What follows belongs to an exercise in optimizing a design on an open flow for small area, a short achievable clock period and few clock cycles per item; a production flow would make more cautious choices.
Where RTL was checked, it was by simulation tests only, not by an equivalence proof against the original.
Function not checked in runs 1 to 4: the RTL went through the layout flow alone.
Power is estimated from default activity; no workload was simulated.

==> design/flow/design.v <==
`timescale 1ns/1ps
`default_nettype none
module multiplier #(parameter WIDTH = 64) (
    input  wire [WIDTH+1:0] s_in,
    input  wire [WIDTH+1:0] c_in,
    input  wire             e_in,
    input  wire [1:0]       a_in,
    input  wire [WIDTH-1:0] b_in,
    input  wire [WIDTH-1:0] n_in,
    input  wire             n1_in,    
    input  wire             iter,     
    input  wire             sub,      
    output logic [WIDTH+1:0] s_out,
    output logic [WIDTH+1:0] c_out,
    output logic            e_out
    );
    localparam TW = WIDTH + 4;
    logic [TW-1:0] s, c, r1, r2, r3, r4;
    logic [TW-1:0] s1, c1, s2, c2, s3, c3, s4, c4;
    logic [1:0] t, q;
    assign s  = {2'b00, s_in};
    assign c  = {2'b00, c_in};
    assign r1 = a_in[0] ? {4'b0000, b_in} : {TW{1'b0}};
    assign r2 = a_in[1] ? {3'b000, b_in, 1'b0} : {TW{1'b0}};
    assign t = s_in[1:0] + c_in[1:0] + {1'b0, e_in} + r1[1:0] + r2[1:0];
    assign q = {iter & (t[1] ^ (t[0] & ~n1_in)), iter & t[0]};
    assign r3 = sub  ? {4'b1111, ~n_in} : (q[0] ? {4'b0000, n_in} : {TW{1'b0}});
    assign r4 = q[1] ? {3'b000, n_in, 1'b0} : {TW{1'b0}};
    assign s1 = s ^ c ^ r1;
    assign c1 = {(s[TW-2:0] & c[TW-2:0]) | (s[TW-2:0] & r1[TW-2:0]) | (c[TW-2:0] & r1[TW-2:0]), e_in};
    assign s2 = s1 ^ c1 ^ r2;
    assign c2 = {(s1[TW-2:0] & c1[TW-2:0]) | (s1[TW-2:0] & r2[TW-2:0]) | (c1[TW-2:0] & r2[TW-2:0]), sub};
    assign s3 = s2 ^ c2 ^ r3;
    assign c3 = {(s2[TW-2:0] & c2[TW-2:0]) | (s2[TW-2:0] & r3[TW-2:0]) | (c2[TW-2:0] & r3[TW-2:0]), 1'b0};
    assign s4 = s3 ^ c3 ^ r4;
    assign c4 = {(s3[TW-2:0] & c3[TW-2:0]) | (s3[TW-2:0] & r4[TW-2:0]) | (c3[TW-2:0] & r4[TW-2:0]), 1'b0};
    always_comb begin
        if (iter) begin
            s_out = s4[TW-1:2];
            c_out = c4[TW-1:2];
            e_out = s4[1] & c4[1];
        end else begin
            s_out = s4[WIDTH+1:0];
            c_out = c4[WIDTH+1:0];
            e_out = 1'b0;
        end
    end
endmodule
`default_nettype wire
`timescale 1ns/1ps
`default_nettype none
module mont_reduction (
    input  wire [7:0]  x,
    output logic [2:0] pos
    );
    always_comb begin
        pos = 3'd0;
        for (int i = 0; i < 8; i++)
            if (x[i]) pos = i[2:0];
    end
endmodule
`default_nettype wire
`timescale 1ns/1ps
`default_nettype none
module mod_exponent #(parameter WIDTH = 64) (
    input wire clk_in,
    input wire rst_in,
    input wire [WIDTH-1:0] base,
    input wire [WIDTH-1:0] exponent,
    input wire [WIDTH-1:0] modulo,
    input wire [WIDTH-1:0] inv_modulo,
    input wire [WIDTH:0] R,
    input wire [WIDTH-1:0] start_product,
    input wire valid_in,
    input wire ready_in,
    output logic [WIDTH-1:0] c_out,
    output logic valid_out,
    output logic busy_out
    );
    localparam ST_IDLE = 3'd0, ST_SCAN = 3'd1, ST_ITER = 3'd2, ST_SETTLE = 3'd3,
               ST_FIX = 3'd4, ST_DONE = 3'd5, ST_SUB = 3'd6;
    localparam OP_SQ = 2'd0, OP_MUL = 2'd1, OP_CONV = 2'd2;
    logic [2:0] state, state_n;
    logic [1:0] op, op_n;
    logic [WIDTH-1:0] acc, n_r;
    logic [7:0] bgrp;            
    logic [WIDTH+1:0] s_r, c_r;
    logic e_r;
    logic [1:0] a_r;
    logic [4:0] cnt;
    logic [6:0] idx, idx_n;      
    logic [7:0] grp;             
    logic iter_r, sub_r;         
    logic [WIDTH+1:0] s_nx, c_nx;
    logic e_nx;
    multiplier #(.WIDTH(WIDTH)) step (
        .s_in(s_r), .c_in(c_r), .e_in(e_r), .a_in(a_r), .b_in(acc), .n_in(n_r),
        .n1_in(n_r[1]), .iter(iter_r), .sub(sub_r),
        .s_out(s_nx), .c_out(c_nx), .e_out(e_nx));
    logic [2:0] top_pos;
    mont_reduction lead (.x(grp), .pos(top_pos));
    assign c_out = acc;
    logic zq, sv;
    wire settled = zq && sv;
    wire ebit = grp[idx[2:0]];
    wire need_sub = s_r[WIDTH];
    wire [4:0] cnt1 = cnt + 5'd1;
    wire [4:0] cnt2 = cnt + 5'd2;
    logic ld_acc, ld_base, clr, set_one;
    logic [1:0] a_n;
    always_comb begin
        state_n = state;
        op_n = op;
        idx_n = idx;
        ld_acc = 1'b0;       
        ld_base = 1'b0;      
        clr = 1'b0;          
        set_one = 1'b0;      
        a_n = 2'b00;
        case (op)
            OP_SQ:   a_n = acc[{cnt1, 1'b0} +: 2];
            OP_MUL:  a_n = bgrp[{cnt1[1:0], 1'b0} +: 2];
            default: a_n = 2'b00;
        endcase
        if (state != ST_ITER || cnt == 5'd31) a_n = 2'b00;
        case (state)
            ST_IDLE: begin
                idx_n = 7'd63;
                if (valid_in) state_n = ST_SCAN;
            end
            ST_SCAN: begin
                ld_base = 1'b1;
                clr = 1'b1;
                if (grp != 8'd0) begin
                    idx_n = {1'b0, idx[5:3], top_pos} - 7'd1;
                    state_n = ST_ITER;
                    if (idx[5:3] == 3'd0 && top_pos == 3'd0) begin
                        op_n = OP_CONV;
                        a_n = 2'b01;
                    end else begin
                        op_n = OP_SQ;
                        a_n = base[1:0];
                    end
                end else if (idx[5:3] == 3'd0) begin
                    op_n = OP_CONV;
                    set_one = 1'b1;
                    state_n = ST_SETTLE;
                end else begin
                    idx_n = idx - 7'd8;
                end
            end
            ST_ITER: begin
                if (cnt == 5'd31) state_n = ST_SETTLE;
            end
            ST_SETTLE: begin
                if (settled && need_sub) begin
                    state_n = ST_SUB;
                end else if (settled) begin
                    ld_acc = 1'b1;
                    if (op == OP_CONV) begin
                        state_n = ST_SUB;
                    end else begin
                        clr = 1'b1;
                        state_n = ST_ITER;
                        if (op == OP_SQ && ebit) begin
                            op_n = OP_MUL;
                            a_n = bgrp[1:0];
                        end else if (idx[5:0] == 6'd0) begin
                            op_n = OP_CONV;
                            a_n = 2'b01;
                        end else begin
                            idx_n = idx - 7'd1;
                            op_n = OP_SQ;
                            a_n = s_r[1:0];
                        end
                    end
                end
            end
            ST_SUB: state_n = (op == OP_CONV) ? ST_FIX : ST_SETTLE;
            ST_FIX: begin
                if (settled) begin
                    ld_acc = !s_r[WIDTH+1];
                    state_n = ST_DONE;
                end
            end
            ST_DONE: if (ready_in) state_n = ST_IDLE;
            default: state_n = ST_IDLE;
        endcase
        if (rst_in) begin
            state_n = ST_IDLE;
            idx_n = 7'd63;
        end
    end
    always_ff @(posedge clk_in) begin
        n_r <= modulo;
        bgrp <= base[{(state == ST_ITER) ? cnt2[4:2] : 3'd0, 3'b000} +: 8];
        grp <= exponent[{idx_n[5:3], 3'b000} +: 8];
        idx <= idx_n;
        state <= state_n;
        op <= op_n;
        iter_r <= state_n == ST_ITER;
        sub_r <= state_n == ST_SUB;
        a_r <= a_n;
        cnt <= (state == ST_ITER) ? cnt1 : 5'd0;
        if (clr || set_one) begin
            s_r <= {{(WIDTH+1){1'b0}}, set_one};
            c_r <= '0;
            e_r <= 1'b0;
        end else begin
            s_r <= s_nx;
            c_r <= c_nx;
            e_r <= e_nx;
        end
        zq <= (c_r == '0) && !e_r;
        sv <= (state == ST_SETTLE || state == ST_FIX) && !settled;
        if (ld_base) acc <= base;
        else if (ld_acc) acc <= s_r[WIDTH-1:0];
        if (rst_in) begin
            busy_out <= 1'b0;
            valid_out <= 1'b0;
        end else begin
            if (state == ST_IDLE && valid_in) busy_out <= 1'b1;
            if (state == ST_FIX && settled) begin
                busy_out <= 1'b0;
                valid_out <= 1'b1;
            end
            if (state == ST_DONE && ready_in) valid_out <= 1'b0;
        end
    end
endmodule
`default_nettype wire
==> design/flow/run.sh <==
#!/bin/bash
# synth_recipe.tcl (not shown) runs the flow's synth.tcl, then flattens the netlist and writes it again
# the make line also repeats each setting of config.mk as NAME=value (left out here)
make -C /OpenROAD-flow-scripts/flow DESIGN_CONFIG=/design/flow/config.mk WORK_HOME=/design/flow/orfs CLKGATE_MAP_FILE= SYNTH_SCRIPT=/design/flow/synth_recipe.tcl finish
==> design/flow/config.mk <==
export PLATFORM = sky130hd
export DESIGN_NAME = mod_exponent
export DESIGN_NICKNAME = mod_exponent
export VERILOG_FILES = /design/flow/design.v
export SDC_FILE = /design/flow/constraint.sdc
export NUM_CORES = 4
export LEC_CHECK = 0
export CAP_MARGIN = 20
export CORE_MARGIN = 2
export CORE_UTILIZATION = 30
export PLACE_DENSITY = 0.4
export SLEW_MARGIN = 20
==> design/flow/constraint.sdc <==
create_clock -name core_clock -period 10.0 [get_ports {clk_in}]
set_input_delay 2.0000 -clock core_clock [delete_from_list [all_inputs] [get_ports {clk_in}]]
set_output_delay 2.0000 -clock core_clock [all_outputs]
set_load 0.01 [all_outputs]
==> run notes, run 1 <==
* **largest cells by area after synthesis** sky130_fd_sc_hd__fa_1, sky130_fd_sc_hd__dfxtp_1, sky130_fd_sc_hd__mux2i_1
* **minimum setup slack among reg-to-reg paths** 5.86 ns
* **H-tree levels** 2
* **summed instance area of the synthesized netlist** 20660 sq um
* **depth of the most critical reg-to-reg path** 10
* **Clock Path Buffers** 3
* **post-CTS setup buffers** 0
* **commonest register cell after synthesis** sky130_fd_sc_hd__dfxtp_1
* **maximum number of pins on one net before global-route repair** 75
* **sequential-to-total area share from yosys stat** 32.27%
* **initial antenna violation count** 4
* **final setup vio count** 0
* **fraction of registers with async set or reset after synthesis** 0%
* **Total Power Consumption** 5.667 mW
* **aggregate global-route resource usage** 19.76%
* **Core Rows** 96
* **area inside the core boundary** 68350 sq um
* **flops & latches, synth** 300
* **total power per unit cell area** 221.4 nW/um^2
* **post-layout util** 37.45%
* **TritonCTS clock tree** yes
* **router iterations before antenna repair** 5
* **result of the run** no timing/DRC/antenna violations
* **number of slew-limit violations in the final report** 0
* **# IOs** 455
* **worst supply voltage drop on vdd** 0.0001154 V
* **overflow left after global routing** 0
* **post-synth cell types** 65
* **nature of the critical path startpoint** primary input
* **total via count after detailed routing** 14.86k
* **Crit Path Class** primary input to flip-flop
* **Port Buffers** 261
* **CTS root buf** sky130_fd_sc_hd__clkbuf_16
* **number of nets with antenna violations after detailed routing** 0
* **warnings from Yosys** 3
* **worst path required time** 10.39 ns
* **arrival time worst endpoint** 4.88 ns
* **area fraction of the dominant cell type after synthesis** 25.00%
* **fraction of the cycle the final worst path needs** 44.96%
* **Final Hold Viols** 0
* **multi-input combinational cell area** 12540 sq um
* **type of the most critical hold path** flip-flop to flip-flop
* **area leader, netlist** sky130_fd_sc_hd__fa_1
* **number of DRC markers in iteration 0** 921
* **Clock Skew** 0.01674 ns
* **slew at the pin with the worst max-slew slack** 1.085 ns
* **sum of routed wire length over all layers** 69280 um
* **Setup TNS** 0 ns
* **critical-path maximum fanout** 17
* **clock input transition at the sequential cells of the worst setup and hold paths** 0.05 ns
* **y dimension of the die** 266.4 um
* **# resized after CTS** 0
* **Placer Congestion** 0.8061
* **Die Outline Area** 70970 sq um
* **starting utilization of the core area** 30.22%
* **die boundary width** 266.4 um
* **total of hold buffers inserted after clock tree synthesis** 0
* **total clock sinks** 300
* **clock latency on the worst-skew pair** 0.57 ns
* **Max-Cap Viols** 0
* **proportion of layout cells with a drive suffix above 1** 8.607%
* **number of CTS-inserted buffers** 43
* **final critical-path required period** 4.496 ns
* **DPL Wire Length** 52350 um
* **FF/Latch Area** 6674 sq um
* **element type at the critical path end** flip-flop
* **area growth from synthesis to final layout** 23.90%
* **Leakage Power** 10.74 nW
* **setup repair after global routing missed its margin** no
* **number of inserted filler cells in the final layout** 6843
* **cells after synthesis** 1978
* **syn nets** 2642
* **Max Freq** 222.4 MHz
* **wire length per cell after detailed routing** 22.33 um
* **drt drc** 0
* **Vias per Instance** 4.790
* **Total Nets Final** 2848
* **number of enable flip-flop cells after synthesis** 66
* **worst slew slack as a fraction of its limit** 27.68%
* **Syn Area/Cell** 10.44 sq um
* **vias in the first global route** 16.26k
* **worst hold path depth** 2
* **first-pass GRT wire length** 104600 um
[sequential cells by signal, indices dropped and copies added (netlist names), 2 cells and up]
register and count:
c_r 66, s_r 66, acc 64, n_r 64, bgrp 8, grp 8
idx 6, cnt 5, state 3, a_r 2, op 2
[power breakdown]
part | internal, mW | switching (mW)
Sequential | 1.51 | 0.251
Combinational | 1.03 | 1.29
Clock | 0.962 | 0.625
Total | 3.50 | 2.16
[cells in the mapped netlist (3+ instances only)]
cell type	instances
sky130_fd_sc_hd__inv_1	272
sky130_fd_sc_hd__fa_1	258
sky130_fd_sc_hd__dfxtp_1	234
sky130_fd_sc_hd__mux2i_1	203
sky130_fd_sc_hd__nor2_1	196
sky130_fd_sc_hd__nand2_1	126
sky130_fd_sc_hd__clkbuf_1	102
sky130_fd_sc_hd__and3_1	93
sky130_fd_sc_hd__and2_1	71
sky130_fd_sc_hd__edfxtp_1	66
sky130_fd_sc_hd__mux2_2	63
sky130_fd_sc_hd__a21oi_1	32
sky130_fd_sc_hd__o21ai_0	29
sky130_fd_sc_hd__a2111oi_0	24
sky130_fd_sc_hd__mux4_2	23
sky130_fd_sc_hd__nand3_1	20
sky130_fd_sc_hd__nor4_1	20
sky130_fd_sc_hd__a211oi_1	17
sky130_fd_sc_hd__ha_1	17
sky130_fd_sc_hd__nor3_1	13
sky130_fd_sc_hd__buf_1	9
sky130_fd_sc_hd__a2111oi_1	8
sky130_fd_sc_hd__xnor2_1	7
sky130_fd_sc_hd__nor2b_1	6
sky130_fd_sc_hd__or3_1	6
sky130_fd_sc_hd__nand2b_1	5
sky130_fd_sc_hd__o21a_1	4
sky130_fd_sc_hd__xor2_1	4
sky130_fd_sc_hd__a31oi_1	3
sky130_fd_sc_hd__nand3b_1	3
sky130_fd_sc_hd__o2111ai_1	3
sky130_fd_sc_hd__o221ai_1	3
[routing by layer]
layer  wire length, um  GRT usage, %  vias to the layer above
met5                20             0                        -
met4              1355         4.813                        4
met3              2502         2.814                       74
met2             34410         34.21                      269
met1             30990         25.98                     7604
li1                  -             -                     6909
[area by class of cell]
class                   count  area share (%)
well taps                 882           4.312
diodes                      1        0.009778
inverters                 274           4.067
clock inverters            28           1.041
multi-input cells        1288           49.01
clock buffers              52           4.698
repair buffers            277           10.78
flip-flops and latches    300           26.08
[kinds of logic (layout without fill, tap and decap cells)]
logic type / count (synthesis) / after routing / synth area share (%)
DFF: 300 / 300 / 32.27
adders and majority gates: 275 / 275 / 26.03
xor gates and xnor gates: 11 / 11 / 0.4664
buffers and inverters: 390 / 631 / 7.293
muxes: 289 / 289 / 15.78
AOI/OAI and AO/OA: 142 / 142 / 4.749
and+or+nand+nor: 571 / 571 / 13.40
other: 0 / 1 / 0
[cell usage in the layout, fill, tap and decap left out, types with 4 or more instances in the layout]
cell / instances
sky130_fd_sc_hd__a2111oi_1: 8
sky130_fd_sc_hd__clkdlybuf4s50_1: 261
sky130_fd_sc_hd__mux4_2: 23
sky130_fd_sc_hd__xor2_1: 4
sky130_fd_sc_hd__dfxtp_1: 230
sky130_fd_sc_hd__mux2i_1: 203
sky130_fd_sc_hd__mux2_2: 63
sky130_fd_sc_hd__a211oi_1: 17
sky130_fd_sc_hd__inv_1: 272
sky130_fd_sc_hd__clkinv_1: 6
sky130_fd_sc_hd__clkinv_2: 11
sky130_fd_sc_hd__ha_1: 17
sky130_fd_sc_hd__clkinvlp_4: 4
sky130_fd_sc_hd__clkbuf_8: 5
sky130_fd_sc_hd__nor4_1: 20
sky130_fd_sc_hd__or3_1: 6
sky130_fd_sc_hd__nor2b_1: 6
sky130_fd_sc_hd__nor2_1: 194
sky130_fd_sc_hd__nand2_1: 126
sky130_fd_sc_hd__a21oi_1: 32
sky130_fd_sc_hd__o21ai_0: 29
sky130_fd_sc_hd__clkbuf_16: 45
sky130_fd_sc_hd__buf_4: 14
sky130_fd_sc_hd__nor3_1: 13
sky130_fd_sc_hd__nand2b_1: 5
sky130_fd_sc_hd__fa_1: 258
sky130_fd_sc_hd__and3_1: 92
sky130_fd_sc_hd__a2111oi_0: 24
sky130_fd_sc_hd__and2_1: 71
sky130_fd_sc_hd__xnor2_1: 6
sky130_fd_sc_hd__edfxtp_1: 66
sky130_fd_sc_hd__nand3_1: 20
sky130_fd_sc_hd__bufinv_16: 4
[path summary, 6_finish.rpt]
path                         start                     to
max                         rst_in         grp[6]$_DFF_P_
min          busy_out$_SDFFE_PP0P_  busy_out$_SDFFE_PP0P_
max reg2reg    idx[0]$_SDFFE_PP1P_         grp[6]$_DFF_P_
min reg2reg  busy_out$_SDFFE_PP0P_  busy_out$_SDFFE_PP0P_
[stage by stage]
step | setup slack [ns] | hold slack, ns | area (sq um) | std cells
after floorplan | 5.371 | 0.4847 | 20660 | 1978
after global placement | 4.925 | 0.5227 | 24070 | 3019
after detailed placement | 4.927 | 0.5219 | 24120 | 3021
after CTS | 5.544 | 0.5356 | 25590 | 3101
after global routing | 5.363 | 0.5645 | 25590 | 3101
final | 5.504 | 0.5295 | 25590 | 3102
[worst max-delay path, stage by stage]
cell and delay, ns:
sky130_fd_sc_hd__clkdlybuf4s50_1 0.60, sky130_fd_sc_hd__a31oi_1 0.26, sky130_fd_sc_hd__o31a_1 0.59, sky130_fd_sc_hd__clkinv_1 0.49
sky130_fd_sc_hd__nor2_1 0.68, sky130_fd_sc_hd__a2111oi_1 0.25
==> run 2, diff against run 1 <==
--- a/design/flow/config.mk
+++ b/design/flow/config.mk
@@ -9,4 +9,5 @@
 export CORE_MARGIN = 2
 export CORE_UTILIZATION = 30
 export PLACE_DENSITY = 0.4
+export SETUP_SLACK_MARGIN = 5
 export SLEW_MARGIN = 20
==> run notes, run 2 <==
* **area leader, netlist** sky130_fd_sc_hd__fa_1
* **result of the run** no timing/DRC/antenna violations
* **router iterations before antenna repair** 5
* **critical-path maximum fanout** 17
* **nature of the critical path startpoint** primary input
* **die boundary width** 266.4 um
* **largest registers** c_r: 66 flops, s_r: 66 flops
* **type of the most critical hold path** flip-flop to flip-flop
* **final critical-path required period** 4.496 ns
* **Die Outline Area** 70970 sq um
* **adder-cell area share of the yosys netlist** 26.03%
* **# placed instances** 3021
* **summed instance area of the synthesized netlist** 20660 sq um
* **area inside the core boundary** 68350 sq um
* **element type at the critical path end** flip-flop
* **largest delay contributor family on the critical path** compound AO/OA/AOI/OAI gates
* **setup repair after global routing missed its margin** no
* **# IOs** 455
* **total via count after detailed routing** 14.86k
* **largest cells by area after synthesis** sky130_fd_sc_hd__fa_1, sky130_fd_sc_hd__dfxtp_1, sky130_fd_sc_hd__mux2i_1
* **Max-Cap Viols** 0
* **commonest register cell after synthesis** sky130_fd_sc_hd__dfxtp_1
* **Vias per Instance** 4.790
* **top cells by instance count after synthesis** sky130_fd_sc_hd__inv_1, sky130_fd_sc_hd__fa_1, sky130_fd_sc_hd__dfxtp_1, sky130_fd_sc_hd__mux2i_1, sky130_fd_sc_hd__nor2_1
* **# resized after CTS** 0
* **number of DRC markers in iteration 0** 921
* **worst min-delay path startpoint** busy_out$_SDFFE_PP0P_
* **CTS root buf** sky130_fd_sc_hd__clkbuf_16
* **Max Freq** 222.4 MHz
* **area fraction in and, or, nand and nor cells after synthesis** 13.40%
* **dominant combinational cell family by area after synthesis** adder cells
* **Final Hold Viols** 0
* **Total Nets Final** 2848
* **Crit Path Class** primary input to flip-flop
* **part of the power in registers** 31.2%
* **Clock Path Buffers** 3
* **wire length per cell after detailed routing** 22.33 um
* **vias in the first global route** 16.26k
* **overflow left after global routing** 0
* **worst path required time** 10.39 ns
* **Setup TNS** 0 ns
* **clock latency on the worst-skew pair** 0.57 ns
* **syn nets** 2642
* **sequential-to-total area share from yosys stat** 32.27%
* **maximum number of pins on one net before global-route repair** 75
* **Placer Congestion** 0.8061
* **minimum setup slack among reg-to-reg paths** 5.86 ns
* **Clock Skew** 0.01674 ns
* **warnings from Yosys** 3
* **total power per unit cell area** 221.4 nW/um^2
* **aggregate global-route resource usage** 19.76%
* **final setup vio count** 0
* **fraction of synthesized area in multiplexers** 15.78%
* **Core Rows** 96
* **post-CTS setup buffers** 0
* **Port Buffers** 261
* **initial antenna violation count** 4
* **most frequent cells in the layout** sky130_fd_sc_hd__inv_1, sky130_fd_sc_hd__clkdlybuf4s50_1, sky130_fd_sc_hd__fa_1
* **fraction of registers with async set or reset after synthesis** 0%
* **Cell Chain, Critical Path** clkdlybuf4s50_1, a31oi_1, o31a_1, clkinv_1, nor2_1, a2111oi_1
* **arrival time worst endpoint** 4.88 ns
* **first-pass GRT wire length** 104600 um
* **switching power as a share of total power** 38.16%
* **TritonCTS clock tree** yes
* **total buffers and inverters traversed by the critical path** 2
* **number of CTS-inserted buffers** 43
* **sum of routed wire length over all layers** 69280 um
* **Syn Area/Cell** 10.44 sq um
* **slowest cell delay on critical path** 0.68 ns
* **fraction of the cycle the final worst path needs** 44.96%
* **post-synth cell types** 65
* **total clock sinks** 300
* **number of enable flip-flop cells after synthesis** 66
* **RR Endpoint** grp[6]$_DFF_P_
* **startpoint of the most critical register-to-register path** idx[0]$_SDFFE_PP1P_
* **area growth from synthesis to final layout** 23.90%
* **number of nets with antenna violations after detailed routing** 0
* **worst hold path depth** 2
* **xor-xnor portion of the synthesized cell area** 0.4664%
* **total of hold buffers inserted after clock tree synthesis** 0
* **hold endpoint** busy_out$_SDFFE_PP0P_
* **post-route insts no fill** 3102
* **y dimension of the die** 266.4 um
* **most common cell after layout, fill and taps aside** sky130_fd_sc_hd__inv_1
* **internal power summed over all cells** 3.504 mW
* **number of slew-limit violations in the final report** 0
* **depth of the most critical reg-to-reg path** 10
* **worst supply voltage drop on vdd** 0.0001154 V
* **proportion of layout cells with a drive suffix above 1** 8.607%
* **flops & latches, synth** 300
* **most common cell in the synthesized netlist** sky130_fd_sc_hd__inv_1
* **Leakage Power** 10.74 nW
* **worst slew slack as a fraction of its limit** 27.68%
* **drt drc** 0
* **cell at the slowest stage of the critical path** sky130_fd_sc_hd__nor2_1
* **slew at the pin with the worst max-slew slack** 1.085 ns
* **DPL Wire Length** 52350 um
* **number of inserted filler cells in the final layout** 6843
* **starting utilization of the core area** 30.22%
* **power dissipated by switching net loads** 2.163 mW
* **clock network fraction of design power** 28.0%
* **Total Power Consumption** 5.667 mW
* **cells after synthesis** 1978
* **clock input transition at the sequential cells of the worst setup and hold paths** 0.05 ns
* **H-tree levels** 2
* **complex-gate fraction of the synthesized area** 4.749%
* **area fraction of the dominant cell type after synthesis** 25.00%
* **part of the power in combinational logic** 40.8%
run 2: cell counts after synthesis:
Identical to the previous run, type by type.
run 2: logic make-up (layout without fill, tap and decap cells):
logic type | after synthesis | count (layout)
other | 0 | 1
adder cells (fa/ha/maj) | 275 | 275
AO/OA/AOI/OAI | 142 | 142
buffers and inverters | 390 | 631
XOR/XNOR | 11 | 11
multiplexers | 289 | 289
AND/OR/NAND/NOR | 571 | 571
flip-flops | 300 | 300
run 2: per-stage QoR:
| stage | utilization, % | instance area (sq um) | hold slack, ns | setup slack, ns |
|---|---|---|---|---|
| floorplan | - | 20660 | 0.4847 | 5.371 |
| global placement | 35.22 | 24070 | 0.5227 | 4.925 |
| detailed placement | 35.29 | 24120 | 0.5219 | 4.927 |
| CTS | 37.44 | 25590 | 0.5356 | 5.544 |
| global route | 37.44 | 25590 | 0.5645 | 5.363 |
| finish | 37.45 | 25590 | 0.5295 | 5.504 |
run 2: final cells by class:
class	count	area, sq um	share of cell area, %
Tap cell	882	1104	4.312
Inverter	274	1041	4.067
Timing Repair Buffer	277	2760	10.78
Clock buffer	52	1202	4.698
Multi-Input combinational cell	1288	12540	49.01
Clock inverter	28	266.5	1.041
Antenna cell	1	2.502	0.009778
Sequential cell	300	6674	26.08
run 2: worst reg2reg max path, delay by kind of cell, from the launching register on:
family          cells  cell delay, ns
simple gates        3            1.57
compound gates      4            1.21
buf+inv             2            0.60
flops               1            0.38
fa+ha+maj           1            0.20
run 2: power by group through the flow:
stage | logic, mW | registers (mW) | clock network (mW)
final | 2.31 | 1.77 | 1.59
after global routing | 2.61 | 1.81 | 1.68
after CTS | 2.37 | 1.78 | 1.64
after detailed placement | 2.34 | 1.80 | 0
after global placement | 2.33 | 1.80 | 0
after floorplan | 1.50 | 1.70 | 0
run 2: how the worst max path moves through the flow:
stage	to	start	slack, ns	cells after the start
CTS	grp[6]$_DFF_P_	rst_in	5.54	6
detailed placement	grp[6]$_DFF_P_	rst_in	4.93	6
global placement	grp[6]$_DFF_P_	rst_in	4.93	6
global route	grp[6]$_DFF_P_	rst_in	5.36	6
floorplan	acc[0]$_DFFE_PP_	state[0]$_DFF_P_	5.37	5
finish	grp[6]$_DFF_P_	rst_in	5.50	6
run 2: per-layer routing:
layer	routed length (um)	vias to the layer above	GRT usage, %
li1	-	6909	-
met1	30990	7604	25.98
met2	34410	269	34.21
met3	2502	74	2.814
met4	1355	4	4.813
met5	20	-	0
==> run 3, diff against run 2 <==
--- a/design/flow/design.v
+++ b/design/flow/design.v
@@ -24,7 +24,7 @@
     assign r2 = a_in[1] ? {3'b000, b_in, 1'b0} : {TW{1'b0}};
     assign t = s_in[1:0] + c_in[1:0] + {1'b0, e_in} + r1[1:0] + r2[1:0];
     assign q = {iter & (t[1] ^ (t[0] & ~n1_in)), iter & t[0]};
-    assign r3 = sub  ? {4'b1111, ~n_in} : (q[0] ? {4'b0000, n_in} : {TW{1'b0}});
+    assign r3 = {{4{sub}}, (n_in & {WIDTH{q[0]}}) | (~n_in & {WIDTH{sub}})};
     assign r4 = q[1] ? {3'b000, n_in, 1'b0} : {TW{1'b0}};
     assign s1 = s ^ c ^ r1;
     assign c1 = {(s[TW-2:0] & c[TW-2:0]) | (s[TW-2:0] & r1[TW-2:0]) | (c[TW-2:0] & r1[TW-2:0]), e_in};
@@ -186,10 +186,7 @@
             ST_DONE: if (ready_in) state_n = ST_IDLE;
             default: state_n = ST_IDLE;
         endcase
-        if (rst_in) begin
-            state_n = ST_IDLE;
-            idx_n = 7'd63;
-        end
+        if (rst_in) state_n = ST_IDLE;
     end
     always_ff @(posedge clk_in) begin
         n_r <= modulo;
--- a/design/flow/config.mk
+++ b/design/flow/config.mk
@@ -9,5 +9,4 @@
 export CORE_MARGIN = 2
 export CORE_UTILIZATION = 30
 export PLACE_DENSITY = 0.4
-export SETUP_SLACK_MARGIN = 5
 export SLEW_MARGIN = 20
==> run notes, run 3 <==
* **result of the run** no timing/DRC/antenna violations
* **Clock Skew** 0.02094 ns
* **Core Rows** 96
* **vias in the first global route** 15.96k
* **setup repair after global routing missed its margin** no
* **nature of the critical path startpoint** flip-flop
* **slowest cell delay on critical path** 0.94 ns
* **Vias per Instance** 4.852
* **aggregate global-route resource usage** 20.32%
* **arrival time worst endpoint** 5.24 ns
* **area growth from synthesis to final layout** 23.33%
* **TritonCTS clock tree** yes
* **fraction of the cycle the final worst path needs** 48.10%
* **Clock Path Buffers** 3
* **warnings from Yosys** 3
* **first-pass GRT wire length** 106200 um
* **most common cell in the synthesized netlist** sky130_fd_sc_hd__inv_1
* **maximum number of pins on one net before global-route repair** 73
* **Max Freq** 207.9 MHz
* **# resized after CTS** 0
* **total power per unit cell area** 208.2 nW/um^2
* **area inside the core boundary** 68350 sq um
* **Max-Cap Viols** 0
* **Leakage Power** 10.57 nW
* **# IOs** 455
* **number of enable flip-flop cells after synthesis** 69
* **startpoint of the most critical register-to-register path** a_r[0]$_DFF_P_
* **y dimension of the die** 266.1 um
* **most common cell after layout, fill and taps aside** sky130_fd_sc_hd__inv_1
* **number of CTS-inserted buffers** 42
* **Crit Path Class** flip-flop to flip-flop
* **final critical-path required period** 4.810 ns
* **final setup vio count** 0
* **worst path required time** 10.43 ns
* **Syn Area/Cell** 10.49 sq um
* **area fraction of the dominant cell type after synthesis** 25.16%
* **starting utilization of the core area** 30.16%
* **global routing usage on met3** 2.791%
* **worst min-delay path startpoint** c_r[64]$_SDFF_PP0_
* **Die Outline Area** 70810 sq um
* **number of slew-limit violations in the final report** 0
* **die boundary width** 266.1 um
* **commonest register cell after synthesis** sky130_fd_sc_hd__dfxtp_1
* **Total Nets Final** 2835
* **clock input transition at the sequential cells of the worst setup and hold paths** 0.06 ns
* **dominant cell type by count on the critical path** sky130_fd_sc_hd__fa_1
* **Port Buffers** 261
* **syn nets** 2629
* **type of the most critical hold path** flip-flop to flip-flop
* **worst supply voltage drop on vdd** 0.0001299 V
* **element type at the critical path end** flip-flop
* **total via count after detailed routing** 14.98k
* **initial antenna violation count** 0
* **post-CTS setup buffers** 0
* **total clock sinks** 300
* **global routing's busiest layer** met2
* **top cells by instance count after synthesis** sky130_fd_sc_hd__inv_1, sky130_fd_sc_hd__fa_1, sky130_fd_sc_hd__dfxtp_1, sky130_fd_sc_hd__nor2_1, sky130_fd_sc_hd__mux2i_1
* **final setup slack of the worst path** 5.190 ns
* **CTS root buf** sky130_fd_sc_hd__clkbuf_16
* **number of nets with antenna violations after detailed routing** 0
* **cell at the slowest stage of the critical path** sky130_fd_sc_hd__dfxtp_4
* **proportion of layout cells with a drive suffix above 1** 8.530%
* **total buffers and inverters traversed by the critical path** 2
* **fraction of registers with async set or reset after synthesis** 0%
* **clock latency on the worst-skew pair** 0.58 ns
* **largest delay contributor family on the critical path** adder cells
* **area leader, netlist** sky130_fd_sc_hd__fa_1
* **Cell Chain, Critical Path** nand2_1, fa_1, nor2b_4, buf_4, mux2i_1, fa_1, inv_1, fa_1, mux2i_1, nor2_1
* **worst slew slack as a fraction of its limit** 30.72%
* **Setup TNS** 0 ns
* **number of inserted filler cells in the final layout** 6788
* **total of hold buffers inserted after clock tree synthesis** 0
* **H-tree levels** 2
* **summed instance area of the synthesized netlist** 20610 sq um
* **overflow left after global routing** 0
* **setup slack at placement** 5.115 ns
* **largest registers** c_r: 66 flops, s_r: 66 flops
* **flops & latches, synth** 300
* **drt drc** 0
* **Placer Congestion** 0.8134
* **worst setup path start** a_r[0]$_DFF_P_
* **M2 GR Usage** 33.36%
* **cells after synthesis** 1965
* **post-synth cell types** 58
* **Final Hold Viols** 0
* **sequential-to-total area share from yosys stat** 32.49%
* **router iterations before antenna repair** 4
* **number of DRC markers in iteration 0** 824
* **critical-path maximum fanout** 64
* **met1 capacity usage during global routing** 28.40%
* **Total Power Consumption** 5.292 mW
* **sum of routed wire length over all layers** 71430 um
* **slew at the pin with the worst max-slew slack** 1.039 ns
* **most frequent cells in the layout** sky130_fd_sc_hd__inv_1, sky130_fd_sc_hd__clkdlybuf4s50_1, sky130_fd_sc_hd__fa_1
* **largest cells by area after synthesis** sky130_fd_sc_hd__fa_1, sky130_fd_sc_hd__dfxtp_1, sky130_fd_sc_hd__edfxtp_1
* **wire length per cell after detailed routing** 23.14 um
* **DPL Wire Length** 53600 um
## run 3: cell count changes after synthesis, sizes merged, moves of 4 or more
cell,change
and3,+8
nand2,-4
nor4,+5
buf,+6
clkbuf,-7
nor3,-8
nand4,+6
o21a,-4
mux2i,-9
## run 3: power by group
group / total, mW / switching (mW) / leakage [nW] / internal (mW)
Clock: 1.50 / 0.608 / 0.673 / 0.890
Combinational: 2.04 / 1.12 / 7.33 / 0.922
Sequential: 1.75 / 0.250 / 2.57 / 1.50
Total: 5.29 / 1.98 / 10.6 / 3.31
## run 3: worst paths after layout
path / slack, ns / cells after the start / endpoint
setup / recovery: 5.19 / 10 / s_r[40]$_SDFF_PP0_
hold / removal: 0.53 / 3 / zq$_DFF_P_
setup reg to reg: 5.19 / 10 / s_r[40]$_SDFF_PP0_
hold reg to reg: 0.53 / 3 / zq$_DFF_P_
## run 3: worst reg2reg max path: stages (launching register included)
cell and delay (ns):
sky130_fd_sc_hd__dfxtp_4 0.94, sky130_fd_sc_hd__nand2_1 0.15, sky130_fd_sc_hd__fa_1 0.56, sky130_fd_sc_hd__nor2b_4 0.75
sky130_fd_sc_hd__buf_4 0.66, sky130_fd_sc_hd__mux2i_1 0.23, sky130_fd_sc_hd__fa_1 0.57, sky130_fd_sc_hd__inv_1 0.05
sky130_fd_sc_hd__fa_1 0.51, sky130_fd_sc_hd__mux2i_1 0.20, sky130_fd_sc_hd__nor2_1 0.05
## run 3: per-layer routing
metal	share of wire, %	up-vias
li1	-	6918
met1	47	7694
met2	47	295
met3	3.7	72
met4	2.1	0
met5	0	-
## run 3: area by class of cell
class / count / area [sq um] / share of cell area [%]
Sequential cell: 300 / 6709 / 26.39
Multi-Input combinational cell: 1276 / 12500 / 49.17
Clock inverter: 17 / 135.1 / 0.5316
Inverter: 274 / 1028 / 4.046
Timing Repair Buffer: 277 / 2733 / 10.75
Antenna cell: 1 / 2.502 / 0.009845
Clock buffer: 60 / 1210 / 4.760
Tap cell: 882 / 1104 / 4.342
## run 3: logic make-up after synthesis
logic type	Yosys count	share of synthesized area [%]
AOI/OAI and AO/OA	138	4.620
xor gates and xnor gates	11	0.4675
adders and majority gates	275	26.13
buffers and inverters	389	7.158
DFF	300	32.49
muxes	283	15.71
and+or+nand+nor	569	13.43
## run 3: metrics by stage
stage / instance area (sq um) / utilization [%] / hold slack [ns] / std cells
4_1_cts: 25420 / 37.19 / 0.5244 / 3086
3_3_place_gp: 24070 / 35.22 / 0.5183 / 3009
3_5_place_dp: 24070 / 35.22 / 0.5226 / 3009
6_report: 25420 / 37.19 / 0.5276 / 3087
5_1_grt: 25420 / 37.19 / 0.5637 / 3086
2_1_floorplan: 20610 / - / 0.5030 / 1965
==> run 4, diff against run 3 <==
==> design/flow/flow/run.sh (new file) <==
#!/bin/bash
# Standard layout, with timing repair aiming well below the clock period so
# the resizer works on the paths that set the achieved period.
set -euo pipefail
export SETUP_SLACK_MARGIN=7
bash standard.sh > standard.log 2>&1
==> design/flow/standard.sh (new file) <==
#!/bin/bash
# synth_recipe.tcl (not shown) runs the flow's synth.tcl, then flattens the netlist and writes it again
# the make line also repeats each setting of config.mk as NAME=value (left out here)
make -C /OpenROAD-flow-scripts/flow DESIGN_CONFIG=/design/flow/config.mk WORK_HOME=/design/flow/orfs CLKGATE_MAP_FILE= SYNTH_SCRIPT=/design/flow/synth_recipe.tcl "${@:-finish}"
removed: design/flow/run.sh
==> run notes, run 4 <==
* **Die Outline Area** 70810 sq um
* **result of the run** no timing/DRC/antenna violations
* **final critical-path required period** 3.349 ns
* **y dimension of the die** 266.1 um
* **Max Freq** 298.6 MHz
* **overflow left after global routing** 0
* **proportion of layout cells with a drive suffix above 1** 28.49%
* **Syn Area/Cell** 10.49 sq um
* **maximum number of pins on one net before global-route repair** 70
* **fraction of the cycle the final worst path needs** 33.49%
* **Placer Congestion** 0.8270
* **total power per unit cell area** 202.0 nW/um^2
* **slowest cell delay on critical path** 0.52 ns
* **initial antenna violation count** 3
* **first-pass GRT wire length** 115600 um
* **cells after synthesis** 1965
* **Setup TNS** 0 ns
* **TritonCTS clock tree** yes
* **Core Rows** 96
* **Leakage Power** 11.50 nW
* **arrival time worst endpoint** 3.78 ns
* **clock input transition at the sequential cells of the worst setup and hold paths** 0.06 ns
* **Clock Path Buffers** 3
* **flops & latches, synth** 300
* **router iterations before antenna repair** 5
* **total buffers and inverters traversed by the critical path** 5
* **number of CTS-inserted buffers** 42
* **area inside the core boundary** 68350 sq um
* **Total Power Consumption** 5.733 mW
* **CTS root buf** sky130_fd_sc_hd__clkbuf_16
* **post-synth cell types** 58
* **most frequent cells in the layout** sky130_fd_sc_hd__inv_1, sky130_fd_sc_hd__dfxtp_1, sky130_fd_sc_hd__clkdlybuf4s50_1
* **die boundary width** 266.1 um
* **area fraction of the dominant cell type after synthesis** 25.16%
* **nature of the critical path startpoint** flip-flop
* **count of antenna diodes in the layout** 0
* **worst slew slack as a fraction of its limit** 32.54%
* **critical-path maximum fanout** 8
* **cell at the slowest stage of the critical path** sky130_fd_sc_hd__fa_2
* **Port Buffers** 261
* **H-tree levels** 2
* **summed instance area of the synthesized netlist** 20610 sq um
* **fraction of registers with async set or reset after synthesis** 0%
* **Cell Chain, Critical Path** buf_6, buf_12, buf_16, and2_4, fa_2, inv_2, fa_2, fa_1, inv_1, fa_2, mux2i_1, nor2_1
* **sequential-to-total area share from yosys stat** 32.49%
* **area leader, netlist** sky130_fd_sc_hd__fa_1
* **number of inserted filler cells in the final layout** 6615
* **slew at the pin with the worst max-slew slack** 1.012 ns
* **largest delay contributor family on the critical path** adder cells
* **top cells by instance count after synthesis** sky130_fd_sc_hd__inv_1, sky130_fd_sc_hd__fa_1, sky130_fd_sc_hd__dfxtp_1, sky130_fd_sc_hd__nor2_1, sky130_fd_sc_hd__mux2i_1
* **warnings from Yosys** 3
* **element type at the critical path end** flip-flop
* **wire length per cell after detailed routing** 24.54 um
* **sum of routed wire length over all layers** 79530 um
* **most common cell in the synthesized netlist** sky130_fd_sc_hd__inv_1
* **clock latency on the worst-skew pair** 0.60 ns
* **aggregate global-route resource usage** 22.45%
* **total of hold buffers inserted after clock tree synthesis** 0
* **Max-Cap Viols** 0
* **largest cells by area after synthesis** sky130_fd_sc_hd__fa_1, sky130_fd_sc_hd__dfxtp_1, sky130_fd_sc_hd__edfxtp_1
* **worst path required time** 10.43 ns
* **DPL Wire Length** 53060 um
* **area growth from synthesis to final layout** 37.69%
* **total clock sinks** 300
* **Clock Skew** 0.02201 ns
* **syn nets** 2629
* **largest registers** c_r: 66 flops, s_r: 66 flops
* **dominant cell type by count on the critical path** sky130_fd_sc_hd__fa_2
* **commonest register cell after synthesis** sky130_fd_sc_hd__dfxtp_1
* **total via count after detailed routing** 15.95k
* **number of DRC markers in iteration 0** 879
* **worst supply voltage drop on vdd** 0.0001062 V
* **vias in the first global route** 17.03k
* **Vias per Instance** 4.920
* **most common cell after layout, fill and taps aside** sky130_fd_sc_hd__inv_1
* **Crit Path Class** flip-flop to flip-flop
* **number of enable flip-flop cells after synthesis** 69
* **number of nets with antenna violations after detailed routing** 0
* **starting utilization of the core area** 30.16%
* **Final Hold Viols** 0
* **final setup vio count** 0
* **Total Nets Final** 2990
* **type of the most critical hold path** flip-flop to flip-flop
* **number of slew-limit violations in the final report** 0
* **drt drc** 0
* **setup repair after global routing missed its margin** yes
* **# IOs** 455
[run 4: cell count changes in the layout (fill, tap and decap cells not counted), moves of 26 or more]
cell,change
sky130_fd_sc_hd__fa_1,-87
sky130_fd_sc_hd__fa_2,+87
sky130_fd_sc_hd__a2111oi_0,-31
sky130_fd_sc_hd__mux2i_1,-40
sky130_fd_sc_hd__buf_2,+46
sky130_fd_sc_hd__mux2i_2,+26
sky130_fd_sc_hd__buf_6,+51
sky130_fd_sc_hd__inv_1,-35
sky130_fd_sc_hd__clkdlybuf4s50_1,-67
sky130_fd_sc_hd__inv_2,+32
sky130_fd_sc_hd__and2_1,-45
sky130_fd_sc_hd__buf_4,+88
sky130_fd_sc_hd__and2_4,+44
[run 4: power by group]
group	internal, mW	leakage [nW]	total [mW]	switching [mW]
Clock	0.948	0.684	1.55	0.604
Combinational	1.15	8.25	2.45	1.31
Sequential	1.50	2.57	1.73	0.228
Total	3.60	11.5	5.73	2.14
[run 4: cell type report]
cell class / count / area (sq um) / area share (%)
repair buffers: 429 / 4302 / 15.16
well taps: 882 / 1104 / 3.889
clock inverters: 6 / 127.6 / 0.4497
clock buffers: 71 / 1281 / 4.515
inverters: 274 / 1042 / 3.673
multi-input cells: 1279 / 13800 / 48.64
flip-flops and latches: 300 / 6718 / 23.67
[run 4: through the flow]
step / util, % / worst slack (ns) / hold slack [ns] / instance area, sq um / instances
4_1_cts: 39.88 / 6.662 / 0.5956 / 27260 / 3210
3_3_place_gp: 35.27 / 5.710 / 0.5091 / 24110 / 3012
6_report: 41.52 / 6.651 / 0.5943 / 28380 / 3241
2_1_floorplan: - / 6.747 / 0.5030 / 20740 / 1965
3_5_place_dp: 35.27 / 5.671 / 0.5212 / 24110 / 3012
5_1_grt: 41.52 / 6.567 / 0.6175 / 28380 / 3241
[run 4: repair_timing]
action                     4_1_cts  5_1_grt
setup buffers                  104       30
pin swaps                       31      105
cloned                          17        1
gates resized for setup        519      184
setup endpoints to repair      209      208
[run 4: logic make-up (layout without fill, tap and decap cells)]
family                   Yosys count  in the layout  share of synthesized area (%)
AND/OR/NAND/NOR                  569            572                          13.43
buffers and inverters            389            780                          7.158
flip-flops                       300            300                          32.49
multiplexers                     283            283                          15.71
adder cells (fa/ha/maj)          275            275                          26.13
AO/OA/AOI/OAI                    138            138                          4.620
XOR/XNOR                          11             11                         0.4675
[run 4: path summary, 6_finish.rpt]
path / start / to / slack (ns) / cells past startpoint
setup reg to reg: a_r[0]$_DFF_P_ / s_r[26]$_SDFF_PP0_ / 6.65 / 12
hold / removal: busy_out$_SDFFE_PP0P_ / busy_out$_SDFFE_PP0P_ / 0.59 / 2
setup / recovery: a_r[0]$_DFF_P_ / s_r[26]$_SDFF_PP0_ / 6.65 / 12
hold reg to reg: busy_out$_SDFFE_PP0P_ / busy_out$_SDFFE_PP0P_ / 0.59 / 2
[run 4: tightest hold or removal path, cell delays in order (launching register included)]
cell and delay (ns):
sky130_fd_sc_hd__dfxtp_4 0.36, sky130_fd_sc_hd__a21oi_1 0.13, sky130_fd_sc_hd__a311oi_1 0.06
[run 4: routing by layer]
metal  GRT usage (%)  share of wire, %  vias to the layer above
li1                -                 -                     7232
met1           31.32                46                     8135
met2           35.50                46                      443
met3           3.235               4.7                      133
met4           8.047               3.7                        2
met5               0             0.013                        -
==> run 5, diff against run 4 <==
--- a/design/flow/design.v
+++ b/design/flow/design.v
@@ -100,8 +100,7 @@
     logic [2:0] top_pos;
     mont_reduction lead (.x(grp), .pos(top_pos));
     assign c_out = acc;
-    logic zq, sv;
-    wire settled = zq && sv;
+    wire settled = (c_r == '0) && !e_r;
     wire ebit = grp[idx[2:0]];
     wire need_sub = s_r[WIDTH];
     wire [4:0] cnt1 = cnt + 5'd1;
@@ -208,8 +207,6 @@
             c_r <= c_nx;
             e_r <= e_nx;
         end
-        zq <= (c_r == '0) && !e_r;
-        sv <= (state == ST_SETTLE || state == ST_FIX) && !settled;
         if (ld_base) acc <= base;
         else if (ld_acc) acc <= s_r[WIDTH-1:0];
         if (rst_in) begin
==> design/flow/flow/run.sh (replaced) <==
#!/bin/bash
# Standard layout, with timing repair aiming well below the clock period so
# the resizer works on the paths that set the achieved period, and small
# port buffers (every port still gets one).
set -euo pipefail
export SETUP_SLACK_MARGIN=6.7
export BUFFER_PORTS_ARGS="-buffer_cell sky130_fd_sc_hd__buf_1"
bash standard.sh > standard.log 2>&1
==> run notes, run 5 <==
* **post-layout instance area** 24800 sq um
* **aggregate global-route resource usage** 20.68%
* **setup slack at placement** 5.155 ns
* **slew at the pin with the worst max-slew slack** 1.034 ns
* **summed instance area of the synthesized netlist** 20510 sq um
* **post-synth cell types** 61
* **setup repair after global routing missed its margin** yes
* **maximum number of pins on one net before global-route repair** 80
* **proportion of layout cells with a drive suffix above 1** 13.89%
* **number of inserted filler cells in the final layout** 6710
* **depth of the most critical reg-to-reg path** 12
* **type of the most critical hold path** flip-flop to flip-flop
* **Final Hold Viols** 0
* **cells after synthesis** 1887
* **warnings from Yosys** 3
* **Setup TNS** 0 ns
* **clock input transition at the sequential cells of the worst setup and hold paths** 0.05 ns
* **Clock Skew** 0.01986 ns
* **area growth from synthesis to final layout** 20.91%
* **y dimension of the die** 265.5 um
* **arrival time worst endpoint** 3.75 ns
* **sequential-to-total area share from yosys stat** 32.45%
* **critical-path maximum fanout** 5
* **Clock Path Buffers** 3
* **number of CTS-inserted buffers** 42
* **worst path required time** 10.45 ns
* **number of slew-limit violations in the final report** 0
* **initial antenna violation count** 5
* **CTS root buf** sky130_fd_sc_hd__clkbuf_16
* **Core Rows** 95
* **most frequent cells in the layout** sky130_fd_sc_hd__inv_1, sky130_fd_sc_hd__buf_1, sky130_fd_sc_hd__fa_1
* **final critical-path required period** 3.302 ns
* **Max Freq** 302.8 MHz
* **final setup slack of the worst path** 6.698 ns
* **Syn Area/Cell** 10.87 sq um
* **router iterations before antenna repair** 5
* **most common cell after layout, fill and taps aside** sky130_fd_sc_hd__inv_1
* **area leader, netlist** sky130_fd_sc_hd__fa_1
* **largest registers** c_r: 66 flops, s_r: 66 flops
* **sum of routed wire length over all layers** 74960 um
* **worst supply voltage drop on vdd** 0.0001102 V
* **number of DRC markers in iteration 0** 806
* **worst slew slack as a fraction of its limit** 31.07%
* **die boundary width** 265.5 um
* **element type at the critical path end** flip-flop
* **result of the run** no timing/DRC/antenna violations
* **Port Buffers** 261
* **worst hold margin** 0.5200 ns
* **overflow left after global routing** 0
* **drt drc** 0
* **minimum setup slack among reg-to-reg paths** 6.70 ns
* **# placed instances** 2934
* **worst min-delay path startpoint** busy_out$_SDFFE_PP0P_
* **TritonCTS clock tree** yes
* **final setup vio count** 0
* **clock latency on the worst-skew pair** 0.58 ns
* **area fraction of the dominant cell type after synthesis** 25.28%
* **worst hold path depth** 2
* **Die Outline Area** 70470 sq um
* **# IOs** 455
* **syn nets** 2551
* **hold endpoint** busy_out$_SDFFE_PP0P_
* **largest cells by area after synthesis** sky130_fd_sc_hd__fa_1, sky130_fd_sc_hd__dfxtp_1, sky130_fd_sc_hd__mux2i_1
* **commonest register cell after synthesis** sky130_fd_sc_hd__dfxtp_1
* **starting utilization of the core area** 30.43%
* **fraction of registers with async set or reset after synthesis** 0%
* **Total Power Consumption** 6.132 mW
* **total clock sinks** 298
* **number of enable flip-flop cells after synthesis** 69
* **flops & latches, synth** 298
* **vias in the first global route** 15.94k
* **fraction of the cycle the final worst path needs** 33.02%
* **nature of the critical path startpoint** flip-flop
* **H-tree levels** 2
* **Placer Congestion** 0.8327
* **most common cell in the synthesized netlist** sky130_fd_sc_hd__inv_1
* **Max-Cap Viols** 0
* **DPL Wire Length** 51790 um
* **post-layout util** 36.79%
* **placed standard-cell area** 22300 sq um
* **Vias per Instance** 4.783
* **first-pass GRT wire length** 106500 um
* **total via count after detailed routing** 14.64k
* **Total Nets Final** 2813
* **number of nets with antenna violations after detailed routing** 0
* **startpoint of the most critical register-to-register path** c_r[51]$_SDFF_PP0_
* **top cells by instance count after synthesis** sky130_fd_sc_hd__inv_1, sky130_fd_sc_hd__fa_1, sky130_fd_sc_hd__mux2i_1, sky130_fd_sc_hd__dfxtp_1, sky130_fd_sc_hd__nor2_1
* **Crit Path Class** flip-flop to flip-flop
* **wire length per cell after detailed routing** 24.50 um
* **area inside the core boundary** 67400 sq um
* **post-route insts no fill** 3060
* **Leakage Power** 10.35 nW
* **RR Endpoint** grp[6]$_DFF_P_
* **total power per unit cell area** 247.3 nW/um^2
-- run 5: area by class of cell --
class / instances / area (sq um) / area share [%]
antenna: 5 / 12.51 / 0.05046
clock buffer: 66 / 1294 / 5.217
clock inverter: 11 / 106.4 / 0.4289
multi-input combinational: 1217 / 12820 / 51.70
inverter: 272 / 1021 / 4.117
tap: 873 / 1092 / 4.405
timing repair buffer: 318 / 1778 / 7.170
sequential: 298 / 6674 / 26.91
-- run 5: logic make-up (layout without fill, tap and decap cells) --
| group | count (synthesis) | count (layout) | share of synthesized area, % |
|---|---|---|---|
| flops | 298 | 298 | 32.45 |
| buf+inv | 375 | 667 | 7.205 |
| fa+ha+maj | 275 | 275 | 26.26 |
| mux | 346 | 346 | 19.20 |
| other cells | 0 | 5 | 0 |
| xor+xnor | 12 | 12 | 0.5124 |
| simple gates | 480 | 480 | 11.19 |
| compound gates | 101 | 104 | 3.179 |
-- run 5: power by group --
group          leakage (nW)  switching (mW)  internal, mW
registers              2.55           0.281          1.54
logic                  7.11            1.60          1.18
clock network         0.694           0.600         0.936
-- run 5: worst max-delay path by stage --
stage	start	slack (ns)	endpoint	depth (start not counted)
finish	c_r[51]$_SDFF_PP0_	6.70	grp[6]$_DFF_P_	12
global route	c_r[51]$_SDFF_PP0_	6.60	grp[6]$_DFF_P_	12
CTS	c_r[46]$_SDFF_PP0_	6.54	grp[6]$_DFF_P_	13
detailed placement	c_r[51]$_SDFF_PP0_	5.16	grp[6]$_DFF_P_	10
global placement	c_r[51]$_SDFF_PP0_	5.09	grp[4]$_DFF_P_	10
floorplan	a_r[0]$_DFF_P_	6.65	s_r[1]$_SDFF_PP0_	13
-- run 5: metal layers --
layer	wire, um	track usage, %	vias to the layer above
li1	-	-	6709
met1	33430	27.66	7480
met2	35730	34.23	345
met3	3338	2.879	97
met4	2439	7.299	4
met5	23	0	-
-- run 5: timing repair --
action,4_1_cts,5_1_grt
gates resized for setup,38,67
cloned,5,7
setup buffers,22,10
pin swaps,6,32
hold buffers,0,0
endpoints found under the setup margin,228,166
-- run 5: worst max-delay path: stages (launching register included) --
cell and delay [ns]:
sky130_fd_sc_hd__dfxtp_2 0.34, sky130_fd_sc_hd__nor4_4 0.39, sky130_fd_sc_hd__buf_4 0.18, sky130_fd_sc_hd__nand4_1 0.24, sky130_fd_sc_hd__nor4_4 0.22, sky130_fd_sc_hd__buf_4 0.17, sky130_fd_sc_hd__nand4_1 0.17, sky130_fd_sc_hd__buf_4 0.20
sky130_fd_sc_hd__nand2b_4 0.15, sky130_fd_sc_hd__o31a_1 0.38, sky130_fd_sc_hd__o21a_4 0.28, sky130_fd_sc_hd__mux2i_1 0.15, sky130_fd_sc_hd__mux2_2 0.27
Testbench counts of run 5, summed over its fixed seeds: cycles 63,204, items 32.
==> run 6, diff against run 5 <==
--- a/design/flow/config.mk
+++ b/design/flow/config.mk
@@ -7,6 +7,6 @@
 export LEC_CHECK = 0
 export CAP_MARGIN = 20
 export CORE_MARGIN = 2
-export CORE_UTILIZATION = 30
-export PLACE_DENSITY = 0.4
+export CORE_UTILIZATION = 55
+export PLACE_DENSITY = 0.65
 export SLEW_MARGIN = 20
==> run notes, run 6 <==
* **number of DRC markers in iteration 0** 1121
* **Setup TNS** 0 ns
* **fraction of registers with async set or reset after synthesis** 0%
* **Placer Congestion** 0.9171
* **depth of the most critical reg-to-reg path** 10
* **type of the most critical hold path** flip-flop to flip-flop
* **slowest cell delay on critical path** 0.41 ns
* **area fraction of the dominant cell type after synthesis** 25.28%
* **Max Freq** 296.3 MHz
* **Syn Area/Cell** 10.87 sq um
* **largest registers** c_r: 66 flops, s_r: 66 flops
* **arrival time worst endpoint** 1.37 ns
* **worst min-delay path startpoint** busy_out$_SDFFE_PP0P_
* **multi-input combinational cell area** 12580 sq um
* **xor-xnor portion of the synthesized cell area** 0.5124%
* **Die Outline Area** 38850 sq um
* **warnings from Yosys** 3
* **startpoint of the most critical register-to-register path** acc[0]$_DFFE_PP_
* **starting utilization of the core area** 55.89%
* **final setup slack of the worst path** 6.626 ns
* **worst hold path depth** 2
* **router iterations before antenna repair** 6
* **Max-Cap Viols** 0
* **H-tree levels** 2
* **setup slack at placement** 5.728 ns
* **Core Rows** 70
* **first-pass GRT wire length** 90000 um
* **critical-path maximum fanout** 3
* **most common cell in the synthesized netlist** sky130_fd_sc_hd__inv_1
* **commonest register cell after synthesis** sky130_fd_sc_hd__dfxtp_1
* **drt drc** 0
* **initial antenna violation count** 7
* **number of enable flip-flop cells after synthesis** 69
* **Final Hold Viols** 0
* **total power per unit cell area** 246.5 nW/um^2
* **number of inserted filler cells in the final layout** 3037
* **Cell Chain, Critical Path** buf_4, buf_4, buf_1
* **fraction of synthesized area in multiplexers** 19.20%
* **flops & latches, synth** 298
* **cells after synthesis** 1887
* **Leakage Power** 10.16 nW
* **worst path required time** 8.00 ns
* **DPL Wire Length** 42400 um
* **Total Nets Final** 2786
* **result of the run** no timing/DRC/antenna violations
* **sum of routed wire length over all layers** 60800 um
* **Port Buffers** 261
* **dominant cell type by count on the critical path** sky130_fd_sc_hd__buf_4
* **total clock sinks** 298
* **worst slew slack as a fraction of its limit** 30.94%
* **slew at the pin with the worst max-slew slack** 1.036 ns
* **number of CTS-inserted buffers** 37
* **area inside the core boundary** 36700 sq um
* **setup repair after global routing missed its margin** yes
* **total via count after detailed routing** 14.93k
* **final setup vio count** 0
* **maximum number of pins on one net before global-route repair** 79
* **die boundary width** 197.1 um
* **cell at the slowest stage of the critical path** sky130_fd_sc_hd__edfxtp_1
* **worst supply voltage drop on vdd** 0.0001402 V
* **area growth from synthesis to final layout** 14.86%
* **clock latency on the worst-skew pair** 0.56 ns
* **largest delay contributor family on the critical path** buffers and inverters
* **number of slew-limit violations in the final report** 0
* **final critical-path required period** 3.374 ns
* **area fraction in and, or, nand and nor cells after synthesis** 11.19%
* **adder-cell area share of the yosys netlist** 26.26%
* **y dimension of the die** 197.1 um
* **Crit Path Class** flip-flop to output pin
* **fraction of the cycle the final worst path needs** 33.74%
* **RR Endpoint** s_r[28]$_SDFF_PP0_
* **post-synth cell types** 61
* **overflow left after global routing** 0
* **vias in the first global route** 15.24k
* **Clock Path Buffers** 3
* **nature of the critical path startpoint** flip-flop
* **sequential-to-total area share from yosys stat** 32.45%
* **element type at the critical path end** output pin
* **area leader, netlist** sky130_fd_sc_hd__fa_1
* **Vias per Instance** 5.698
* **worst hold margin** 0.5271 ns
* **proportion of layout cells with a drive suffix above 1** 10.79%
* **aggregate global-route resource usage** 31.19%
* **clock input transition at the sequential cells of the worst setup and hold paths** 0.06 ns
* **wire length per cell after detailed routing** 23.21 um
* **minimum setup slack among reg-to-reg paths** 6.68 ns
* **complex-gate fraction of the synthesized area** 3.178%
* **summed instance area of the synthesized netlist** 20510 sq um
* **CTS root buf** sky130_fd_sc_hd__clkbuf_16
* **total buffers and inverters traversed by the critical path** 3
* **top cells by instance count after synthesis** sky130_fd_sc_hd__inv_1, sky130_fd_sc_hd__fa_1, sky130_fd_sc_hd__mux2i_1, sky130_fd_sc_hd__dfxtp_1, sky130_fd_sc_hd__nor2_1
* **syn nets** 2551
* **TritonCTS clock tree** yes
* **number of nets with antenna violations after detailed routing** 0
* **most frequent cells in the layout** sky130_fd_sc_hd__inv_1, sky130_fd_sc_hd__buf_1, sky130_fd_sc_hd__fa_1
* **dominant combinational cell family by area after synthesis** adder cells
* **hold endpoint** busy_out$_SDFFE_PP0P_
* **# IOs** 455
* **FF/Latch Area** 6671 sq um
* **Clock Skew** 0.02277 ns
* **most common cell after layout, fill and taps aside** sky130_fd_sc_hd__inv_1
* **largest cells by area after synthesis** sky130_fd_sc_hd__fa_1, sky130_fd_sc_hd__dfxtp_1, sky130_fd_sc_hd__mux2i_1
-- run 6: cells by family after synthesis --
family,after synthesis
and+or+nand+nor,480
buffers and inverters,375
muxes,346
DFF,298
adders and majority gates,275
AOI/OAI and AO/OA,101
xor gates and xnor gates,12
-- run 6: per-layer routing --
layer	vias up	routed length [um]	global-route usage [%]
met4	10	2408	12.14
met2	647	27420	47.34
li1	6632	-	-
met5	-	68	0
met3	134	5639	6.932
met1	7505	25270	43.91
-- run 6: worst max-delay path by stage --
stage	start	end	slack (ns)	cells past startpoint
after floorplan	a_r[0]$_DFF_P_	s_r[1]$_SDFF_PP0_	6.65	13
after global placement	c_r[51]$_SDFF_PP0_	grp[1]$_DFF_P_	5.82	9
after global routing	acc[0]$_DFFE_PP_	s_r[54]$_SDFF_PP0_	6.58	10
final	acc[0]$_DFFE_PP_	c_out[0]	6.63	3
after detailed placement	c_r[51]$_SDFF_PP0_	grp[6]$_DFF_P_	5.73	9
after CTS	acc[0]$_DFFE_PP_	s_r[59]$_SDFF_PP0_	6.70	10
-- run 6: cell type report --
class                      count  share of cell area [%]
multi-input combinational   1215                   53.42
clock inverter                15                  0.6320
antenna                        1                 0.01062
sequential                   298                   28.32
tap                          468                   2.486
timing repair buffer         298                   6.177
clock buffer                  53                   4.626
inverter                     272                   4.334
-- run 6: metrics by stage --
stage,utilization [%],power [mW],cell area (sq um),cells
after floorplan,-,3.457,20530,1887
after global placement,59.35,4.214,21780,2528
after detailed placement,59.35,4.267,21780,2528
after CTS,63.33,5.721,23240,2602
after global routing,64.19,6.198,23560,2619
final,64.19,5.806,23560,2620
-- run 6: repair_timing --
action,in CTS,in global routing
hold buffers,0,0
gates cloned,3,6
setup endpoints to repair,212,165
pin swaps,1,11
setup buffers,3,11
resized for setup,20,28
-- run 6: report_power, final --
part           total [mW]  switching, mW  internal (mW)
Combinational        2.60           1.50           1.10
Sequential           1.82          0.283           1.54
Clock                1.38          0.548          0.836
Total                5.81           2.33           3.48
-- run 6: worst register-to-register path: stages, from the launching register on --
cell	delay (ns)
sky130_fd_sc_hd__edfxtp_1	0.41
sky130_fd_sc_hd__and2_4	0.18
sky130_fd_sc_hd__fa_1	0.50
sky130_fd_sc_hd__and2_4	0.32
sky130_fd_sc_hd__clkbuf_16	0.29
sky130_fd_sc_hd__mux2i_1	0.13
sky130_fd_sc_hd__fa_1	0.57
sky130_fd_sc_hd__inv_1	0.05
sky130_fd_sc_hd__fa_1	0.48
sky130_fd_sc_hd__mux2i_1	0.16
sky130_fd_sc_hd__nor2_1	0.06
==> run 7, diff against run 6 <==
==> design/flow/flow/run.sh (replaced) <==
#!/bin/bash
# Standard layout, with timing repair aiming well below the clock period so
# the resizer works on the paths that set the achieved period.
set -euo pipefail
export SETUP_SLACK_MARGIN=6.7
bash standard.sh > standard.log 2>&1
--- a/design/flow/config.mk
+++ b/design/flow/config.mk
@@ -7,6 +7,6 @@
 export LEC_CHECK = 0
 export CAP_MARGIN = 20
 export CORE_MARGIN = 2
-export CORE_UTILIZATION = 55
-export PLACE_DENSITY = 0.65
+export CORE_UTILIZATION = 30
+export PLACE_DENSITY = 0.4
 export SLEW_MARGIN = 20
==> run notes, run 7 <==
* **worst path required time** 8.00 ns
* **total via count after detailed routing** 14.98k
* **arrival time worst endpoint** 1.36 ns
* **total power per unit cell area** 235.7 nW/um^2
* **most common cell in the synthesized netlist** sky130_fd_sc_hd__inv_1
* **proportion of layout cells with a drive suffix above 1** 18.95%
* **most common cell after layout, fill and taps aside** sky130_fd_sc_hd__inv_1
* **Port Buffers** 261
* **first-pass GRT wire length** 110000 um
* **largest registers** c_r: 66 flops, s_r: 66 flops
* **setup repair after global routing missed its margin** yes
* **post-synth cell types** 61
* **Crit Path Class** flip-flop to output pin
* **largest cells by area after synthesis** sky130_fd_sc_hd__fa_1, sky130_fd_sc_hd__dfxtp_1, sky130_fd_sc_hd__mux2i_1
* **area fraction of the dominant cell type after synthesis** 25.28%
* **starting utilization of the core area** 30.43%
* **maximum number of pins on one net before global-route repair** 69
* **clock latency on the worst-skew pair** 0.58 ns
* **number of slew-limit violations in the final report** 0
* **vias in the first global route** 16.05k
* **commonest register cell after synthesis** sky130_fd_sc_hd__dfxtp_1
* **drt drc** 0
* **fraction of registers with async set or reset after synthesis** 0%
* **result of the run** no timing/DRC/antenna violations
* **most frequent cells in the layout** sky130_fd_sc_hd__inv_1, sky130_fd_sc_hd__fa_1, sky130_fd_sc_hd__mux2i_1
* **FF/Latch Area** 6675 sq um
* **Leakage Power** 11.49 nW
* **Syn Area/Cell** 10.87 sq um
* **aggregate global-route resource usage** 21.53%
* **# IOs** 455
* **fraction of the cycle the final worst path needs** 33.64%
* **Clock Path Buffers** 3
* **type of the most critical hold path** flip-flop to flip-flop
* **top cells by instance count after synthesis** sky130_fd_sc_hd__inv_1, sky130_fd_sc_hd__fa_1, sky130_fd_sc_hd__mux2i_1, sky130_fd_sc_hd__dfxtp_1, sky130_fd_sc_hd__nor2_1
* **Clock Skew** 0.02030 ns
* **number of nets with antenna violations after detailed routing** 0
* **total clock sinks** 298
* **Vias per Instance** 4.780
* **flops & latches, synth** 298
* **warnings from Yosys** 3
* **die boundary width** 265.5 um
* **sequential-to-total area share from yosys stat** 32.45%
* **DPL Wire Length** 52630 um
* **summed instance area of the synthesized netlist** 20510 sq um
* **area leader, netlist** sky130_fd_sc_hd__fa_1
* **wire length per cell after detailed routing** 25.01 um
* **y dimension of the die** 265.5 um
* **number of DRC markers in iteration 0** 809
* **Die Outline Area** 70470 sq um
* **initial antenna violation count** 8
* **Core Rows** 95
* **multi-input combinational cell area** 12860 sq um
* **Total Nets Final** 2891
* **Final Hold Viols** 0
* **worst supply voltage drop on vdd** 0.0001183 V
* **critical-path maximum fanout** 3
* **H-tree levels** 2
* **syn nets** 2551
* **number of inserted filler cells in the final layout** 6583
* **post-layout instance area** 26840 sq um
* **overflow left after global routing** 0
* **final critical-path required period** 3.364 ns
* **final setup vio count** 0
* **router iterations before antenna repair** 5
* **number of CTS-inserted buffers** 41
* **clock input transition at the sequential cells of the worst setup and hold paths** 0.06 ns
* **slew at the pin with the worst max-slew slack** 1.028 ns
* **Max Freq** 297.2 MHz
* **sum of routed wire length over all layers** 78370 um
* **Setup TNS** 0 ns
* **CTS root buf** sky130_fd_sc_hd__clkbuf_16
[run 7: critical path, stage by stage (launching register included)]
cell	delay (ns)
sky130_fd_sc_hd__edfxtp_1	0.39
sky130_fd_sc_hd__buf_4	0.15
sky130_fd_sc_hd__buf_6	0.12
sky130_fd_sc_hd__buf_2	0.14
[run 7: area by class of cell]
type | count | share of cell area, %
Timing Repair Buffer | 395 | 14.55
Tap cell | 873 | 4.069
Sequential cell | 298 | 24.87
Multi-Input combinational cell | 1219 | 47.91
Antenna cell | 3 | 0.02797
Clock buffer | 61 | 4.405
Inverter | 272 | 3.804
Clock inverter | 13 | 0.3589
[run 7: per-stage QoR]
step | cells | setup slack (ns) | power, mW | hold WS, ns | util (%)
CTS | 3105 | 6.673 | 6.209 | 0.5321 | 38.78
floorplan | 1887 | 6.651 | 3.457 | 0.4735 | -
global placement | 2934 | 5.457 | 4.530 | 0.5164 | 35.53
global route | 3133 | 6.578 | 6.768 | 0.5494 | 39.82
finish | 3134 | 6.636 | 6.328 | 0.5334 | 39.83
detailed placement | 2934 | 5.514 | 4.523 | 0.5288 | 35.53
[run 7: report_power, final]
group	switching, mW	internal, mW	total, mW
Combinational	1.72	1.39	3.11
Clock	0.591	0.840	1.43
Sequential	0.251	1.54	1.79
[run 7: routing by layer]
layer,global-route usage (%),share of wire (%)
met5,0,0.043
met4,7.375,3.2
met3,3.916,5.1
met2,35.40,48
met1,28.51,44
[run 7: cells by family after synthesis]
logic type               count (synthesis)  synth area share, %
AO/OA/AOI/OAI                          101                3.179
XOR/XNOR                                12               0.5124
adder cells (fa/ha/maj)                275                26.26
buffers and inverters                  375                7.205
flip-flops                             298                32.45
multiplexers                           346                19.20
AND/OR/NAND/NOR                        480                11.19
[run 7: path summary, 6_finish.rpt]
path / start / to / slack [ns] / depth (start not counted)
max: acc[0]$_DFFE_PP_ / c_out[0] / 6.64 / 3
min: busy_out$_SDFFE_PP0P_ / busy_out$_SDFFE_PP0P_ / 0.53 / 2
max reg2reg: a_r[0]$_DFF_P_ / s_r[49]$_SDFF_PP0_ / 6.72 / 11
min reg2reg: busy_out$_SDFFE_PP0P_ / busy_out$_SDFFE_PP0P_ / 0.53 / 2
[run 7: repair_timing]
action / in CTS / in global routing
gates cloned: 5 / 8
setup buffers: 92 / 18
pin swaps: 7 / 16
resized for setup: 223 / 97
hold buffers: 0 / 0
setup endpoints to repair: 270 / 190
